Context: an optimization exercise on an open-source flow, tuned for small area and a short achievable clock period. The choices shown serve that exercise and are no tape-out recipe. The RTL was checked by simulation tests, not by an equivalence proof against the original design.

## flow/constraint.sdc

```tcl
create_clock -name core_clock -period 11.0 [get_ports {clk}]
set_input_delay 2.2000 -clock core_clock [delete_from_list [all_inputs] [get_ports {clk}]]
set_output_delay 2.2000 -clock core_clock [all_outputs]
set_load 0.01 [all_outputs]
```

## flow/config.mk

```make
export PLATFORM = sky130hd
export DESIGN_NAME = yaklasik_carpma
export DESIGN_NICKNAME = yaklasik_carpma
export VERILOG_FILES = /design/flow/design.v
export SDC_FILE = /design/flow/constraint.sdc
export NUM_CORES = 4
export LEC_CHECK = 0
export CAP_MARGIN = 20
export CORE_MARGIN = 2
export CORE_UTILIZATION = 30
export SLEW_MARGIN = 20
```

## flow/design.v

```verilog
`timescale 1ns / 1ps
module yaklasik_carpma(
    input clk,
    input rst,
    input [31:0]sayi1,
    input [31:0]sayi2,
    output reg [63:0] tahmini_sonuc
    );
    reg [1:0] sayac;
    reg [2:0] sira_sayma;
    reg bellek_kontrol;
    reg [2:0] bellek_bulundu_kontrol_index;
    reg [7:0] gecerli;
    reg [71:0] bellek [7:0];
    reg bellek_kontrol_next;
    reg [2:0] bellek_bulundu_next;
    integer tarama;
    always@(*)begin
        bellek_kontrol_next=0;
        bellek_bulundu_next=0;
        for(tarama=0;tarama<8;tarama=tarama+1)begin
            if(gecerli[tarama]&&bellek[tarama][71:68]==sayi1[31:28]&&bellek[tarama][67:64]==sayi2[31:28])begin
                bellek_kontrol_next=1; 
                bellek_bulundu_next=tarama;
            end
        end
    end
    wire [63:0] carpim = sayi1*sayi2;
    always@(posedge clk) begin
        if(rst)begin
            sayac<=2'd0;
            sira_sayma<=3'd0;
            bellek_kontrol<=1'b0;
            bellek_bulundu_kontrol_index<=3'd0;
            gecerli<=8'd0;
            tahmini_sonuc<=64'd0;
        end
        else begin
            sayac<=sayac+2'd1;
            if(sayac==2'd0)begin
                bellek_kontrol<=bellek_kontrol_next;
                bellek_bulundu_kontrol_index<=bellek_bulundu_next;
            end
            if(sayac==2'd3)begin
                if(bellek_kontrol)begin
                    tahmini_sonuc<=bellek[bellek_bulundu_kontrol_index][63:0];
                end
                else begin
                    tahmini_sonuc<=carpim; 
                    bellek[sira_sayma]<={sayi1[31:28],sayi2[31:28],carpim};
                    gecerli[sira_sayma]<=1'b1;
                    sira_sayma<=sira_sayma+3'd1;
                end
            end
        end
    end
endmodule
```

## flow/run.sh

```bash
#!/bin/bash
# synth_recipe.tcl (not shown) runs the flow's synth.tcl, then flattens the netlist and writes it again
# the make line also repeats each setting of config.mk as NAME=value (left out here)
make -C /OpenROAD-flow-scripts/flow DESIGN_CONFIG=/design/flow/config.mk WORK_HOME=/design/flow/orfs CLKGATE_MAP_FILE= SYNTH_SCRIPT=/design/flow/synth_recipe.tcl finish
```

==> results of run 1 <==
==> synthesized netlist by cell type (15+ instances only) <==
cell	number
nand2b_1	19
inv_1	877
o21bai_1	15
and2_1	563
xnor2_1	68
a21oi_1	107
nand3_1	23
a21o_1	39
mux4_2	128
nor2_1	127
nor4_1	15
edfxtp_1	576
ha_1	270
fa_1	896
xor2_1	62
buf_1	26
clkbuf_1	263
o21ai_0	46
mux2i_1	85
dfxtp_1	84
nand2_1	550
nor3_1	24
nand4_1	19
==> final cells by class <==
class                           count  area [µm²]  area share (%)
Multi-Input combinational cell   3203       35300            53.9
Timing Repair Buffer              315        2870            4.39
Antenna cell                        2        5.00         0.00765
Clock buffer                       73        1510            2.30
Inverter                          877        3290            5.03
Clock inverter                     33         287           0.438
Tap cell                         2542        3180            4.86
Sequential cell                   660       19000            29.0
==> sequential cells by signal (all words and copies together) (netlist names), named ones only <==
register and count:
gecerli 8, bellek_kontrol 1, sira_sayma 3, bellek_bulundu_kontrol_index 3
sayac 2, bellek 576, tahmini_sonuc 64
==> through the flow <==
stage / cells / util, % / worst slack (ns)
after global placement: 7597 / 32.7 / 0.214
after detailed placement: 7597 / 32.7 / 0.167
after floorplan: 5032 / - / 1.13
final: 7705 / 33.6 / 0.785
after global routing: 7704 / 33.6 / 0.467
after CTS: 7703 / 33.6 / 0.821
==> worst min-delay path, delay by kind of cell, from the launching register on <==
kind | cells | cell delay [ns]
AND/OR/NAND/NOR | 2 | 0.09
flip-flops | 1 | 0.31
==> cells in the final DEF (no fill, tap or decap), types with 67 or more instances in the layout <==
cell type,count
dfxtp_1,80
edfxtp_1,576
inv_1,877
fa_1,896
mux4_2,128
a21oi_1,107
buf_4,168
ha_1,269
nor2_1,122
mux2i_1,85
clkdlybuf4s50_1,120
xnor2_1,67
and2_1,563
nand2_1,550
==> path summary, 6_finish.rpt <==
path / to / from / slack, ns
hold / removal: tahmini_sonuc[39] / tahmini_sonuc[39] / 0.45
setup reg to reg: bellek[5][10] / bellek_kontrol / 7.28
setup / recovery: bellek[0][57] / sayi1[11] / 0.79
hold reg to reg: tahmini_sonuc[39] / tahmini_sonuc[39] / 0.45
==> routing by layer <==
metal | part of all wire [%] | vias up | track usage (%)
met1 | 44 | 19457 | 22.1
met2 | 47 | 1113 | 26.4
met5 | 0.10 | - | 0
li1 | - | 16126 | -
met4 | 2.6 | 24 | 3.99
met3 | 5.7 | 219 | 1.93
==> cell families after synthesis <==
| kind of cell | Yosys count | synth area share (%) |
|---|---|---|
| AO/OA/AOI/OAI | 316 | 3.57 |
| XOR/XNOR | 130 | 1.94 |
| adder cells (fa/ha/maj) | 1166 | 36.4 |
| buffers and inverters | 1169 | 7.50 |
| flip-flops | 660 | 32.4 |
| multiplexers | 217 | 6.45 |
| AND/OR/NAND/NOR | 1374 | 11.7 |
==> results by group, run 1 <==
Final layout
  • Fillers: between 15000 and 20000
  • Design Area, Final: 0.0654 mm²
  • Nets: between 6000 and 7000
  • Area Growth Syn to Fin: 11.7%
  • Share of cells above drive strength 1: 8.37%

Floorplanning
  • Area of the die: 0.199 mm²
  • DIE WIDTH: 446 µm
  • FP Rows: 162
  • Initial Util: 30.1%
  • Core area: 0.194 mm²
  • Ports: 130
  • Die height: approximately 450 µm

Critical path
  • CP peak stage delay: ~0.86 ns
  • Req. time, crit path: 11.29 ns
  • Worst setup SP type: input pin
  • R2r worst-path depth: 6
  • Setup CP Type: input pin to register
  • CP Data Arrival Time: ~11 ns
  • Worst path top cell family by delay: adder cells
  • Max stage delay cell, worst path: xnor2_1
  • Crit. path cell count: 26
  • Crit. End Element: register
  • CP Buf/Inv Count: 7
  • Crit-path max FO: 12
  • Most used cell, CP: fa_1

Yosys
  • Syn nets: between 6000 and 7000
  • Area leader, netlist: fa_1
  • Syn_area_per_cell: 11.6 µm²
  • #FFs+latches synth: between 600 and 700
  • Register area share after synthesis: 32.4%
  • Top cells by area, synth: fa_1 31%, edfxtp_1 30%, and2_1 6.0%
  • Mapped Area: around 0.059 mm²
  • Async SR Flop Fraction: 0%
  • Post-synthesis cell count: between 5000 and 6000
  • Primary FF master, synth: edfxtp_1
  • YS warnings: 1
  • Cell variety after synth: 61
  • Post-synth EDFFs: 576
  • Top cell type's share of synthesized area: between 30% and 40%

STA
  • Final TNS setup: 0 ns
  • Slew Limit Fails: 0
  • Worst Skew: 0.0352 ns
  • RSZ-0062 raised after global routing: no
  • Worst-margin pin slew: 1.08 ns
  • Hold_ws: 0.446 ns
  • Max Clk Rate: 97.9 MHz
  • Min Tclk post-route: 10.21 ns
  • Max-slew headroom: a little over a quarter
  • Final setup violation count: 0
  • Fin crit share: 92.9%
  • Final Hold Viols: 0

Clock network
  • Post-CTS sizing: 0
  • Clk sinks: 660
  • H-Tree Depth: 2
  • Cts bufs inserted: 57
  • Clk buf depth: 3
  • Worst-path clk slew: 0.07 ns
  • Root buf cell: clkbuf_16
  • Hold_buf cts: 0
  • TritonCTS clock tree: built
  • Clk latency of the worst-skew pair: 0.63 ns
  • Setup bufs post-CTS: 0

Worst hold path
  • Hold Crit Depth: 2
  • Class of the worst hold path: register to register

Global route
  • Vias in the first global route: 39644
  • Gr usage total: 15.9%
  • GRT Residual Overflow: 0
  • Largest net degree at the start of global routing: 82
  • Initial antenna violation count: 23
  • First-pass GRT wire length: 245000 µm

Route
  • Wire length per cell: between 20 and 25 µm
  • Via count: 36939
  • Final ANT Viol Nets: 0
  • DRC viols: 0
  • DR iter-0 viols: between 2000 and 3000
  • Drt first pass iters: 5
  • Final wirelength: between 150000 and 200000 µm
  • Routed vias/inst: around 4.8

Place
  • I/O Buffers: 129
  • Routability cong.: roughly 0.88
  • Placed cell areas: 0.0636 mm²
  • Detailed placement HPWL: 119000 µm

Outcome
  • Status: no timing/DRC/antenna violations

Job
  • Max Cap Viol: 0
==> run 2: changes to the inputs <==
==> flow/design.v (replaced) <==
`timescale 1ns / 1ps
module yaklasik_carpma(
    input clk,
    input rst,
    input [31:0] sayi1,
    input [31:0] sayi2,
    output [63:0] tahmini_sonuc
    );
    reg [1:0]  ph;           
    reg [7:0]  ptr;          
    reg [7:0]  gecerli;      
    reg [7:0]  etiket [0:7];
    reg [63:0] veri [0:7];
    reg [7:0]  isabet;       
    reg [7:0]  osec;         
    reg [31:0] ra, rb;       
    reg [31:0] acc;          
    reg [21:0] alt;          
    wire [7:0] tag = {ra[31:28], rb[31:28]};
    reg  [7:0] esles;
    integer i;
    always @(*) begin
        for (i = 0; i < 8; i = i + 1)
            esles[i] = gecerli[i] && (etiket[i] == tag);
    end
    reg [10:0] bsel;
    always @(*) begin
        case (ph)
            2'd1: bsel = rb[10:0];
            2'd2: bsel = rb[21:11];
            default: bsel = {1'b0, rb[31:22]};
        endcase
    end
    wire [31:0] eklenen = (ph == 2'd1) ? 32'd0 : acc;
    wire [42:0] s = {11'd0, eklenen} + ra * bsel;
    wire [63:0] carpim = {s[41:0], alt};
    wire miss = ~|isabet;
    always @(posedge clk) begin
        ra <= sayi1;
        rb <= sayi2;
        acc <= s[42:11];
        alt <= {s[10:0], alt[21:11]};
        isabet <= esles;
        if (rst) begin
            ph <= 2'd0;
            ptr <= 8'd1;
            gecerli <= 8'd0;
            osec <= 8'd0;
        end else begin
            ph <= ph + 2'd1;
            if (ph == 2'd3) begin
                osec <= miss ? ptr : isabet;
                if (miss) begin
                    gecerli <= gecerli | ptr;
                    ptr <= {ptr[6:0], ptr[7]};
                end
            end
        end
    end
    always @(posedge clk) begin
        for (i = 0; i < 8; i = i + 1)
            if (ph == 2'd3 && miss && ptr[i]) begin
                veri[i] <= carpim;
                etiket[i] <= tag;
            end
    end
    reg [63:0] cikis;
    always @(*) begin
        cikis = 64'd0;
        for (i = 0; i < 8; i = i + 1)
            cikis = cikis | ({64{osec[i]}} & veri[i]);
    end
    assign tahmini_sonuc = cikis;
endmodule
==> run 2 against run 1 <==
Hold slack got worse by 0.022 ns. Register-to-register slack got worse by 4.0 ns. Still clean. Die area decreased by 38%. Fmax increased by 32%. Flip-flop and latch count increased by 68. Clock skew increased by 0.025 ns. Non-clock buffer count decreased by 152. Area after synthesis decreased by 38%. Utilization increased by 1.3 points.
==> results by group, run 2 <==
Outcome
  • Status: no timing/DRC/antenna violations (unchanged)

Yosys
  • Post-synth EDFFs: 576 (unchanged)
  • Mapped Area: 0.0363 mm² (was 0.0586 mm²)
  • YS warnings: 3 (was 1)
  • Syn nets: 3201 (was 6264)
  • Register area share after synthesis: 56.1% (was 32.4%)
  • Post-synthesis cell count: 2749 (was 5032)
  • Cell variety after synth: 53 (was 61)
  • Top post-synthesis cells by count: 576 x edfxtp_1, 316 x inv_1, 301 x fa_1, 290 x nand2_1, 267 x a22oi_1 (was 896 x fa_1, 877 x inv_1, 576 x edfxtp_1, 563 x and2_1, 550 x nand2_1)
  • #FFs+latches synth: 728 (was 660)
  • Top cell type's share of synthesized area: 47.7% (was 30.6%)
  • Async SR Flop Fraction: 0% (unchanged)
  • Most common cell in the netlist: edfxtp_1 (was fa_1)
  • Syn_area_per_cell: 13.2 µm² (was 11.6 µm²)
  • Top cells by area, synth: edfxtp_1 48%, fa_1 17%, dfxtp_1 8.4% (was fa_1 31%, edfxtp_1 30%, and2_1 6.0%)
  • Primary FF master, synth: edfxtp_1 (unchanged)
  • Area leader, netlist: edfxtp_1 (was fa_1)

Global route
  • Largest net degree at the start of global routing: 65 (was 82)
  • Vias in the first global route: 22676 (was 39644)
  • Initial antenna violation count: 0 (was 23)
  • GRT Residual Overflow: 0 (unchanged)
  • Gr usage total: 14.9% (was 15.9%)
  • First-pass GRT wire length: 141000 µm (was 245000 µm)

Final layout
  • Design Area, Final: 0.0419 mm² (was 0.0654 mm²)
  • Nets: 3284 (was 6346)
  • Share of cells above drive strength 1: 6.66% (was 8.37%)
  • Commonest non-fill, non-tap cell in the layout: edfxtp_1 (was fa_1)
  • Most frequent cells in the layout: 576 x edfxtp_1, 316 x inv_1, 301 x fa_1 (was 896 x fa_1, 877 x inv_1, 576 x edfxtp_1)
  • Max FFs per register: 512 (was 576)
  • # diodes: 0 (was 2)
  • Largest Register: veri (was bellek)
  • Area Growth Syn to Fin: 15.6% (was 11.7%)
  • Final Instance Count excl. Fillers: 4508 (was 7705)
  • Final Util: 34.9% (was 33.6%)
  • Top Registers: veri: 512 flops, etiket: 64 flops (was bellek: 576 flops, tahmini_sonuc: 64 flops, gecerli: 8 flops)

Route
  • DR iter-0 viols: 1747 (was 2816)
  • Routed vias/inst: 4.80 (was 4.79)
  • Final ANT Viol Nets: 0 (unchanged)
  • Drt first pass iters: 8 (was 5)
  • Via count: 21641 (was 36939)
  • DRC viols: 0 (unchanged)
  • Final wirelength: 91200 µm (was 157000 µm)
  • Wire length per cell: 20.2 µm (was 20.4 µm)

Floorplanning
  • Die height: 352 µm (was 446 µm)
  • DIE WIDTH: 352 µm (was 446 µm)
  • FP Rows: 127 (was 162)
  • Ports: 130 (unchanged)
  • Initial Util: 30.2% (was 30.1%)
  • Area of the die: 0.124 mm² (was 0.199 mm²)
  • Core area: 0.120 mm² (was 0.194 mm²)

Job
  • Max Cap Viol: 0 (unchanged)

Clock network
  • H-Tree Depth: 3 (was 2)
  • Clk latency of the worst-skew pair: 0.64 ns (was 0.63 ns)
  • Setup bufs post-CTS: 0 (unchanged)
  • TritonCTS clock tree: built (unchanged)
  • Hold_buf cts: 0 (unchanged)
  • Cts bufs inserted: 77 (was 57)
  • Root buf cell: clkbuf_16 (unchanged)
  • Clk sinks: 728 (was 660)
  • Clk buf depth: 3 (unchanged)
  • Worst-path clk slew: 0.06 ns (was 0.07 ns)
  • Post-CTS sizing: 0 (unchanged)

Place
  • Post-place setup slack: 3.11 ns (was 0.167 ns)
  • Post-Place Cells: 4365 (was 7597)
  • I/O Buffers: 129 (unchanged)
  • Detailed placement HPWL: 57900 µm (was 119000 µm)
  • Routability cong.: 0.821 (was 0.882)
  • Placed cell areas: 0.0393 mm² (was 0.0636 mm²)

Critical path
  • Setup CP Type: register to register (was input pin to register)
  • Req. time, crit path: 11.29 ns (about the same)
  • Crit-path max FO: 32 (was 12)
  • Crit. End Element: register (unchanged)
  • Worst setup SP type: register (was input pin)
  • CP Data Arrival Time: 8.05 ns (was 10.50 ns)

STA
  • Final TNS setup: 0 ns (unchanged)
  • Max-slew headroom: 25.4% (was 27.3%)
  • Setup slack after layout: 3.24 ns (was 0.785 ns)
  • Slew Limit Fails: 0 (unchanged)
  • Min Tclk post-route: 7.76 ns (was 10.21 ns)
  • Fin crit share: 70.5% (was 92.9%)
  • Final setup violation count: 0 (unchanged)
  • Final Hold Viols: 0 (unchanged)
  • Max Clk Rate: 129 MHz (was 97.9 MHz)
  • Hold_ws: 0.425 ns (was 0.446 ns)
  • Worst Skew: 0.0599 ns (was 0.0352 ns)
  • RSZ-0062 raised after global routing: no (unchanged)
  • Worst-margin pin slew: 1.11 ns (was 1.08 ns)

Worst hold path
  • Class of the worst hold path: register to register (unchanged)
==> run 2: cell count changes after synthesis, moves of 90 or more <==
cell      before  now
a22oi_1        2  267
and2_1       563  121
clkbuf_1     263  131
fa_1         896  301
ha_1         270   85
inv_1        877  316
mux4_2       128    0
nand2_1      550  290
nor2_1       127   37
==> run 2: critical path: stages, from the launching register on <==
cell and delay [ns]:
dfxtp_1 0.40, inv_1 0.07, ha_1 0.82, nand2_1 0.14, o21ai_2 0.09, buf_4 0.36
nand2_1 0.14, fa_1 0.56, inv_1 0.05, fa_1 0.49, inv_1 0.05, fa_1 0.52
inv_1 0.06, fa_1 0.47, inv_1 0.05, fa_1 0.47, inv_1 0.04, ha_1 0.36
o211ai_1 0.11, a31oi_1 0.37, a21oi_1 0.21, o31a_1 0.36, o21a_1 0.24, o211a_1 0.24
a211oi_1 0.74
==> run 2: layer usage <==
| layer | part of all wire [%] | global-route usage (%) | wire length [µm] |
|---|---|---|---|
| met4 | 1.3 | 2.84 | 1160 |
| met3 | 5.3 | 2.28 | 4850 |
| met2 | 47 | 24.1 | 42700 |
| met1 | 47 | 21.2 | 42500 |
| met5 | 0 | 0 | 0 |
==> run 2: layout make-up <==
cell class / instances / area, µm²
fillers: 11656 / 78000
flip-flops and latches: 728 / 20400
multi-input cells: 1538 / 14200
clock buffers: 112 / 2220
well taps: 1612 / 2020
repair buffers: 163 / 1540
inverters: 324 / 1240
clock inverters: 31 / 365
==> run 2: kinds of logic (layout without fill, tap and decap cells) <==
logic type | Yosys count | after routing | share of synthesized area, %
DFF | 728 | 728 | 56.1
and+or+nand+nor | 612 | 612 | 8.24
adders and majority gates | 386 | 386 | 19.5
muxes | 7 | 7 | 0.193
AOI/OAI and AO/OA | 432 | 432 | 8.51
xor gates and xnor gates | 101 | 101 | 2.44
buffers and inverters | 483 | 630 | 5.00
==> run 2: final timing paths <==
path	startpoint	to	slack, ns	cells after the start
setup / recovery	ph[0]	veri[6][57]	3.24	24
setup reg to reg	ph[0]	veri[6][57]	3.24	24
hold / removal	alt[17]	alt[6]	0.42	0
hold reg to reg	alt[17]	alt[6]	0.42	0
==> run 3: changes to the inputs <==
==> flow/design.v (replaced) <==
`timescale 1ns / 1ps
module yaklasik_carpma(
    input clk,
    input rst,
    input [31:0] sayi1,
    input [31:0] sayi2,
    output [63:0] tahmini_sonuc
    );
    reg [1:0]  ph;           
    reg        ilk;          
    reg        son;          
    reg [7:0]  ptr;          
    reg [7:0]  gecerli;      
    reg [7:0]  etiket [0:7];
    reg [63:0] veri [0:7];
    reg [7:0]  yaz;          
    reg [7:0]  isabet;       
    reg [7:0]  osec;         
    reg [31:0] ra;           
    reg [3:0]  rbt;          
    reg [10:0] rbs;          
    reg [31:0] acc;          
    reg [21:0] alt;          
    wire [7:0] tag = {ra[31:28], rbt};
    reg  [7:0] esles;
    integer i;
    always @(*) begin
        for (i = 0; i < 8; i = i + 1)
            esles[i] = gecerli[i] && (etiket[i] == tag);
    end
    wire [31:0] eklenen = ilk ? 32'd0 : acc;
    wire [42:0] s = {11'd0, eklenen} + ra * rbs;
    wire [63:0] carpim = {s[41:0], alt};
    always @(posedge clk) begin
        ra <= sayi1;
        rbt <= sayi2[31:28];
        case (ph)
            2'd0: rbs <= sayi2[10:0];
            2'd1: rbs <= sayi2[21:11];
            default: rbs <= {1'b0, sayi2[31:22]};
        endcase
        acc <= s[42:11];
        alt <= {s[10:0], alt[21:11]};
        isabet <= esles;
        yaz <= (ph == 2'd2 && esles == 8'd0) ? ptr : 8'd0;
        if (rst) begin
            ph <= 2'd0;
            ilk <= 1'b0;
            son <= 1'b0;
            ptr <= 8'd1;
            gecerli <= 8'd0;
            osec <= 8'd0;
        end else begin
            ph <= ph + 2'd1;
            ilk <= (ph == 2'd0);
            son <= (ph == 2'd2);
            if (son) begin
                osec <= (isabet == 8'd0) ? ptr : isabet;
                if (isabet == 8'd0) begin
                    gecerli <= gecerli | ptr;
                    ptr <= {ptr[6:0], ptr[7]};
                end
            end
        end
    end
    always @(posedge clk) begin
        for (i = 0; i < 8; i = i + 1)
            if (yaz[i]) begin
                veri[i] <= carpim;
                etiket[i] <= tag;
            end
    end
    reg [63:0] cikis;
    always @(*) begin
        cikis = 64'd0;
        for (i = 0; i < 8; i = i + 1)
            cikis = cikis | ({64{osec[i]}} & veri[i]);
    end
    assign tahmini_sonuc = cikis;
endmodule
==> run 3 against run 2 <==
Global-route usage down 0.076 points. Hold slack better by 0.029 ns. Non-clock buffer count down 5. Largest cell class unchanged. Fmax up 18%. Die area down 0.84%. Cell count down 0.78%. Via count down 1.5%.
==> results by group, run 3 <==
Floorplanning
  • Core area: 0.119 mm² (was 0.120 mm²)
  • DIE WIDTH: 350 µm (was 352 µm)
  • Die height: 350 µm (was 352 µm)
  • Initial Util: 30.1% (was 30.2%)
  • Ports: 130 (unchanged)
  • Area of the die: 0.123 mm² (was 0.124 mm²)
  • FP Rows: 127 (unchanged)

Route
  • Final wirelength: 89700 µm (was 91200 µm)
  • Routed vias/inst: 4.77 (was 4.80)
  • DRC viols: 0 (unchanged)
  • DR iter-0 viols: 1534 (was 1747)
  • Final ANT Viol Nets: 0 (unchanged)
  • Wire length per cell: 20.1 µm (was 20.2 µm)
  • Via count: 21325 (was 21641)
  • Drt first pass iters: 7 (was 8)

Global route
  • Initial antenna violation count: 0 (unchanged)
  • Gr usage total: 14.8% (was 14.9%)
  • Vias in the first global route: 22661 (was 22676)
  • GRT Residual Overflow: 0 (unchanged)
  • First-pass GRT wire length: 139000 µm (was 141000 µm)
  • Largest net degree at the start of global routing: 66 (was 65)

Outcome
  • Status: no timing/DRC/antenna violations (unchanged)

Final layout
  • Max FFs per register: 512 (unchanged)
  • Nets: 3246 (was 3284)
  • Final Instance Count excl. Fillers: 4473 (was 4508)
  • Design Area, Final: 0.0416 mm² (was 0.0419 mm²)
  • Top Registers: veri: 512 flops, etiket: 64 flops (unchanged)
  • Share of cells above drive strength 1: 6.33% (was 6.66%)
  • Largest Register: veri (unchanged)
  • Commonest non-fill, non-tap cell in the layout: edfxtp_1 (unchanged)
  • Final Util: 34.8% (was 34.9%)
  • Most frequent cells in the layout: 576 x edfxtp_1, 315 x inv_1, 304 x nand2_1 (was 576 x edfxtp_1, 316 x inv_1, 301 x fa_1)
  • Area Growth Syn to Fin: 15.5% (was 15.6%)

STA
  • Min Tclk post-route: 6.56 ns (was 7.76 ns)
  • Worst Skew: 0.0501 ns (was 0.0599 ns)
  • RSZ-0062 raised after global routing: no (unchanged)
  • Hold_ws: 0.453 ns (was 0.425 ns)
  • Max-slew headroom: 24.7% (was 25.4%)
  • Fin crit share: 59.7% (was 70.5%)
  • Final TNS setup: 0 ns (unchanged)
  • Slew Limit Fails: 0 (unchanged)
  • Max Clk Rate: 152 MHz (was 129 MHz)
  • Worst-margin pin slew: 1.12 ns (was 1.11 ns)
  • Final Hold Viols: 0 (unchanged)
  • Setup slack after layout: 4.44 ns (was 3.24 ns)
  • Final setup violation count: 0 (unchanged)

Critical path
  • Crit. path cell count: 19 (was 24)
  • CP Data Arrival Time: 6.91 ns (was 8.05 ns)
  • Crit. End Element: register (unchanged)
  • CP peak stage delay: 0.77 ns (was 0.82 ns)
  • Setup CP Type: register to register (unchanged)
  • Crit-path max FO: 32 (unchanged)
  • R2r worst-path depth: 19 (was 24)
  • Worst setup SP type: register (unchanged)
  • Crit path cell chain: nand2_1 > fa_1 > fa_1 > inv_1 > fa_1 > fa_1 > inv_1 > fa_1 > inv_1 > ha_1 > o21a_1 > o21ai_0 > a31oi_2 > a31oi_1 > o21ai_2 > a21oi_1 > or3_1 > o2bb2ai_1 > xnor2_1 (was inv_1 > ha_1 > nand2_1 > o21ai_2 > buf_4 > nand2_1 > fa_1 > inv_1 > fa_1 > inv_1 > fa_1 > inv_1 > fa_1 > inv_1 > fa_1 > inv_1 > ha_1 > o211ai_1 > a31oi_1 > a21oi_1 > o31a_1 > o21a_1 > o211a_1 > a211oi_1)
  • Worst path top cell family by delay: adder cells (unchanged)
  • Req. time, crit path: 11.34 ns (was 11.29 ns)
  • Most used cell, CP: fa_1 (was inv_1)
  • Max stage delay cell, worst path: dfxtp_2 (was ha_1)
  • CP Buf/Inv Count: 3 (was 7)

Worst hold path
  • Hold Crit Depth: 0 (unchanged)
  • Class of the worst hold path: register to register (unchanged)

Clock network
  • Cts bufs inserted: 77 (unchanged)
  • TritonCTS clock tree: built (unchanged)
  • H-Tree Depth: 3 (unchanged)
  • Worst-path clk slew: 0.06 ns (about the same)
  • Clk sinks: 721 (was 728)
  • Clk latency of the worst-skew pair: 0.66 ns (was 0.64 ns)
  • Hold_buf cts: 0 (unchanged)
  • Root buf cell: clkbuf_16 (unchanged)
  • Setup bufs post-CTS: 0 (unchanged)
  • Post-CTS sizing: 0 (unchanged)
  • Clk buf depth: 3 (unchanged)

Yosys
  • YS warnings: 3 (unchanged)
  • Syn nets: 3159 (was 3201)
  • Top cells by area, synth: edfxtp_1 48%, fa_1 17%, dfxtp_1 8.1% (was edfxtp_1 48%, fa_1 17%, dfxtp_1 8.4%)
  • Async SR Flop Fraction: 0% (unchanged)
  • Syn_area_per_cell: 13.3 µm² (was 13.2 µm²)
  • Primary FF master, synth: edfxtp_1 (unchanged)
  • Post-synth EDFFs: 576 (unchanged)
  • Most common cell in the netlist: edfxtp_1 (unchanged)
  • #FFs+latches synth: 721 (was 728)
  • Top cell type's share of synthesized area: 48.1% (was 47.7%)
  • Cell variety after synth: 58 (was 53)
  • Top post-synthesis cells by count: 576 x edfxtp_1, 315 x inv_1, 304 x nand2_1, 301 x fa_1, 267 x a22oi_1 (was 576 x edfxtp_1, 316 x inv_1, 301 x fa_1, 290 x nand2_1, 267 x a22oi_1)
  • Mapped Area: 0.0360 mm² (was 0.0363 mm²)
  • Post-synthesis cell count: 2708 (was 2749)
  • Area leader, netlist: edfxtp_1 (unchanged)
  • Register area share after synthesis: 56.2% (was 56.1%)

Place
  • Detailed placement HPWL: 57100 µm (was 57900 µm)
  • Routability cong.: 0.802 (was 0.821)
  • Placed cell areas: 0.0390 mm² (was 0.0393 mm²)
  • Post-Place Cells: 4328 (was 4365)
  • I/O Buffers: 129 (unchanged)
  • Post-place setup slack: 4.48 ns (was 3.11 ns)

Job
  • Max Cap Viol: 0 (unchanged)
## run 3: cell count changes after synthesis, moves of 7 or more
cell	before	now
o21ai_1	22	2
nand2_1	290	304
a21o_1	32	21
inv_2	8	0
o21ai_0	11	19
and3_1	13	6
clkbuf_1	131	124
dfxtp_1	152	145
nor2_1	37	30
## run 3: area by class of cell
cell class,count,area [µm²]
well taps,1612,2020
clock inverters,42,442
fillers,11627,77900
repair buffers,158,1500
clock buffers,101,2120
multi-input cells,1522,14000
diodes,2,5.00
flip-flops and latches,721,20300
inverters,315,1180
## run 3: worst paths after layout
| check | from | end | slack, ns |
|---|---|---|---|
| worst max register to register | rbs[2] | veri[0][61] | 4.44 |
| worst min register to register | alt[15] | alt[4] | 0.45 |
| worst min-delay path | alt[15] | alt[4] | 0.45 |
| worst max-delay path | rbs[2] | veri[0][61] | 4.44 |
## run 3: logic make-up after synthesis
family                     after synthesis  synth area share (%)
adders and majority gates              385                  19.7
xor gates and xnor gates               102                  2.48
muxes                                    7                 0.195
buffers and inverters                  465                  4.86
AOI/OAI and AO/OA                      407                  8.13
and+or+nand+nor                        621                  8.49
DFF                                    721                  56.2
## run 3: layer usage
layer | GRT usage [%] | wire length, µm | vias to the layer above
met5 | 0 | 0 | -
met4 | 3.61 | 1680 | 0
met3 | 2.53 | 5290 | 106
met2 | 24.3 | 42300 | 572
met1 | 20.4 | 40400 | 11089
li1 | - | - | 9558

-- separate check: timing with driven ports --
The flow's constraints put no driver on any port. The routed layouts listed below were extracted and timed again, unchanged, in two steps.
Step 1: set_driving_cell puts a clkbuf_16 on clk and a buf_2 on each other input, an assumption about the parent block.
Step 2, shift: input delay + t, output delay - t, t = (earliest + latest rising clock arrival at the registers) / 2. This alone moves slack from input paths to output paths.
Three values: ideal, step 1, step 2; two values: the first two.
run	shift t [ns]	slack for setup (ns)	worst setup path at the end	latest minus earliest clock arrival (ns)	worst slew at a driven data input, ns
run 1	0.684	0.785 / 0.724 / 0.040	input to register	0.037 / 0.038	0.24
run 2	0.678	3.244 / 3.244 / 3.244	register to register	0.063 / 0.062	0.04
run 3	0.708	4.436 / 4.436 / 4.436	register to register	0.051 / 0.051	0.07
After both steps setup and hold are still met in every run listed. The setup slack of run 1, which loses most, moves by -0.061 ns with the drivers and by -0.745 ns with both steps.
